From an optimization exercise on the open Yosys and OpenROAD flow, aimed at small area; shortcuts taken in it are not production practice. In this exercise RTL edits were held to simulation tests only and were not proved equivalent to the original. The flow treats the clock pin as an ideal source, which a real chip does not have.

==> 03-01: inputs <==
// maxer
module maxer(
    input clk,
    input rst,
    input maxing,
    input [784-1:0] ips_gen_out,
    output reg start_ips_gen,
    output reg next_ips_gen,
    output reg maxer_valid,
    output [24-1:0] threshold
    );
Settings: LEC_CHECK=0, CAP_MARGIN=20, CORE_MARGIN=2, CORE_UTILIZATION=22, SLEW_MARGIN=20, SYNTH_HIERARCHICAL=1; clock period 7.0 ns.
standard.sh (not shown) runs the stock make flow with config.mk's settings and CLKGATE_MAP_FILE= SYNTH_SCRIPT=/design/flow/synth_recipe.tcl, a recipe that flattens the netlist after the stock synthesis.
==> flow/flow/run.sh <==
#!/bin/bash
# Standard ORFS layout (the standard.sh, unchanged synthesis), with
# - the port buffers made of the smallest buffer cell instead of the default pick,
# - a clock tree of small clock buffers and no dummy loads.
set -euo pipefail
export BUFFER_PORTS_ARGS="-buffer_cell sky130_fd_sc_hd__buf_1"
export CTS_ARGS="-sink_clustering_enable -repair_clock_nets -root_buf sky130_fd_sc_hd__clkbuf_4 -buf_list sky130_fd_sc_hd__clkbuf_4 -dont_use_dummy_load"
bash standard.sh finish > flow_make.log 2>&1
==> 06-22 (differences from 03-01) <==
CORE_AREA = 2 2 418 148   (was not set)
CORE_MARGIN = not set   (was 2)
CORE_UTILIZATION = not set   (was 22)
DIE_AREA = 0 0 420 150   (was not set)
==> 07-18 (differences from 03-01) <==
==> flow/flow/run.sh (replaced) <==
#!/bin/bash
# Standard ORFS layout (the standard.sh, unchanged synthesis), with the
# port buffers made of the smallest buffer cell instead of the default pick.
set -euo pipefail
export BUFFER_PORTS_ARGS="-buffer_cell sky130_fd_sc_hd__buf_1"
bash standard.sh finish > flow_make.log 2>&1
==> impl_metrics.toml <==
[run_status]
status = "finished clean"

[clock_network]
clk_pin_slew_ns = 0.10

[setup_path]
crit_chain = "buf_1, fa_1, fa_1, buf_4, fa_1, ha_1, fa_1, fa_1, ha_1, fa_1, fa_1, fa_1, fa_1, fa_1"

[sta]
fin_crit_ns = 6.82
skew_ns = 0.0367

[global_route]
grt_pass1_vias = 14100
grt_use_met1_pct = 28.8
-- figures above: 06-22

==> impl_metrics.toml <==
[run_status]
status = "finished clean"

[clock_network]
clk_pin_slew_ns = 0.07
cts_tree = "done"

[sta]
skew_ns = 0.0205
fin_crit_ns = 6.80

[floorplanning]
dieWidth_um = 296

[global_route]
overflow = 0
grt_pass1_vias = 14300

[yosys]
seq_area_frac_synth_pct = 6.87
-- figures above: 03-01

==> impl_metrics.toml <==
[clock_network]
clk_pin_slew_ns = 0.05

[global_route]
grt_pass1_vias = 14300
grt_use_met1_pct = 18.6

[final_layout]
final-clk-cell-share_pct = 1.42

[drt]
routedWlPerCell_um = 20.6

[run_status]
status = "finished clean"

[setup_path]
crit_chain = "buf_1, fa_1, fa_1, fa_1, ha_1, fa_1, ha_1, fa_1, fa_1, fa_1, fa_1, fa_1, fa_1"

[sta]
skew_ns = 0.00673
-- figures above: 07-18


========
==> build 23 <==
Another version of the RTL of maxer (not shown whole).
Settings: LEC_CHECK=0, CAP_MARGIN=20, CORE_MARGIN=2, CORE_UTILIZATION=22, GPL_TIMING_DRIVEN=0, SLEW_MARGIN=20, SYNTH_HIERARCHICAL=1; clock period 7.0 ns.
==> flow/flow/run.sh <==
#!/bin/bash
# Standard ORFS layout (the standard.sh, unchanged synthesis), with
# - the port buffers made of the smallest buffer cell instead of the default pick,
# - the buffers that synthesis put on submodule outputs removed at floorplan,
# - one tie cell for all the constant outputs instead of one per output,
set -euo pipefail
export BUFFER_PORTS_ARGS="-buffer_cell sky130_fd_sc_hd__buf_1"
export REMOVE_ABC_BUFFERS=1
export SKIP_REPAIR_TIE_FANOUT=1
L=orfs/logs/sky130hd/maxer/base

bash standard.sh place > make_place.log 2>&1
for buf in clkbuf_4 clkbuf_8 clkbuf_16; do
  export CTS_ARGS="-sink_clustering_enable -repair_clock_nets -root_buf sky130_fd_sc_hd__$buf -buf_list sky130_fd_sc_hd__$buf -dont_use_dummy_load"
  bash standard.sh cts > make_cts_$buf.log 2>&1
  openroad -no_init -exit flow/clk_slew.tcl > clk_slew_$buf.log 2>&1
  slew=$(awk '/^CLK_SLEW_PS/ {print $2}' clk_slew_$buf.log)
  echo "clock buffers $buf: worst flip-flop clock slew ${slew} ps"
  if awk -v s="$slew" 'BEGIN { exit !(s != "" && s <= 125) }'; then break; fi
  cp $L/4_1_cts.log cts_$buf.log || true
  bash standard.sh clean_cts > make_clean_cts_$buf.log 2>&1
done
bash standard.sh finish > make_finish.log 2>&1
==> flow/flow/clk_slew.tcl <==
# Worst slew at the flip-flop clock pins of the clock tree just built.
set P $::env(FLOW_HOME)/platforms/sky130hd
read_liberty $P/lib/sky130_fd_sc_hd__tt_025C_1v80.lib
read_db orfs/results/sky130hd/maxer/base/4_cts.odb
read_sdc orfs/results/sky130hd/maxer/base/4_cts.sdc
source $P/setRC.tcl
set_propagated_clock [all_clocks]
estimate_parasitics -placement
set mx 0
foreach p [get_pins -hierarchical */CLK] {
  set s [get_property $p slew_max]
  if { $s > $mx } { set mx $s }
}
puts "CLK_SLEW_PS [expr { $mx * 1000.0 }]"
==> inputs of build 21, as changes to build 23 <==
--- a/flow/flow/run.sh
+++ b/flow/flow/run.sh
@@ -3,9 +3,7 @@
 # - the port buffers made of the smallest buffer cell instead of the default pick,
 # - the buffers that synthesis put on submodule outputs removed at floorplan,
-# - one tie cell for all the constant outputs instead of one per output,
 set -euo pipefail
 export BUFFER_PORTS_ARGS="-buffer_cell sky130_fd_sc_hd__buf_1"
 export REMOVE_ABC_BUFFERS=1
-export SKIP_REPAIR_TIE_FANOUT=1
 L=orfs/logs/sky130hd/maxer/base
 
==> run summary <==
Status: build 21 finished clean; build 23 finished clean
Setup slack of the worst register-to-register path: build 21 3.80 ns; build 23 3.76 ns
Worst Hold Slack: build 21 0.333 ns; build 23 0.333 ns
Slowest stage delay, CP: build 21 0.67 ns; build 23 0.62 ns
Crit path from: build 21 ips_gen_out[102]; build 23 ips_gen_out[47]
Area growth, synth to finish: build 21 23.5%; build 23 23.3%
Number of antenna diodes: build 21 9; build 23 12
Area of combinational cells with multiple inputs: build 21 0.0172 mm2; build 23 0.0172 mm2
Multi-input gates: build 21 956; build 23 941
Share of post-route cells with drive strength above 1: build 21 1.04%; build 23 1.16%
Total Routing Usage GR: build 21 14.4%; build 23 14.8%

what the ideal ports hide:
The results above use ideal ports. As a check the final layouts listed here were re-extracted and re-timed, cells and wires unchanged. Step 1 assumes that a clkbuf_16 drives the clock port and a buf_2 every other input. Step 2, shift: input delay + t, output delay - t, t = (earliest + latest rising clock arrival at the registers) / 2. This alone moves slack from input paths to output paths. a / b / c = no drivers / after step 1 / after step 2; a / b = the first two.
run	t, ns	setup slack, ns	hold WS [ns]
03-01	0.444	0.200 / 0.218 / -0.226	0.330 / 0.330 / 0.330
06-22	0.499	0.179 / 0.200 / -0.299	0.356 / 0.356 / 0.356
07-18	0.383	0.145 / 0.171 / -0.212	0.324 / 0.324 / 0.324
build 23	0.426	0.181 / 0.197 / -0.229	0.333 / 0.333 / 0.333
build 21	0.428	0.165 / 0.179 / -0.250	0.333 / 0.333 / 0.333
With both steps, setup timing fails in every run listed, where it was met with ideal ports. For 06-22, which loses most, drivers alone change the setup slack by +0.021 ns; drivers and shift together by -0.478 ns.
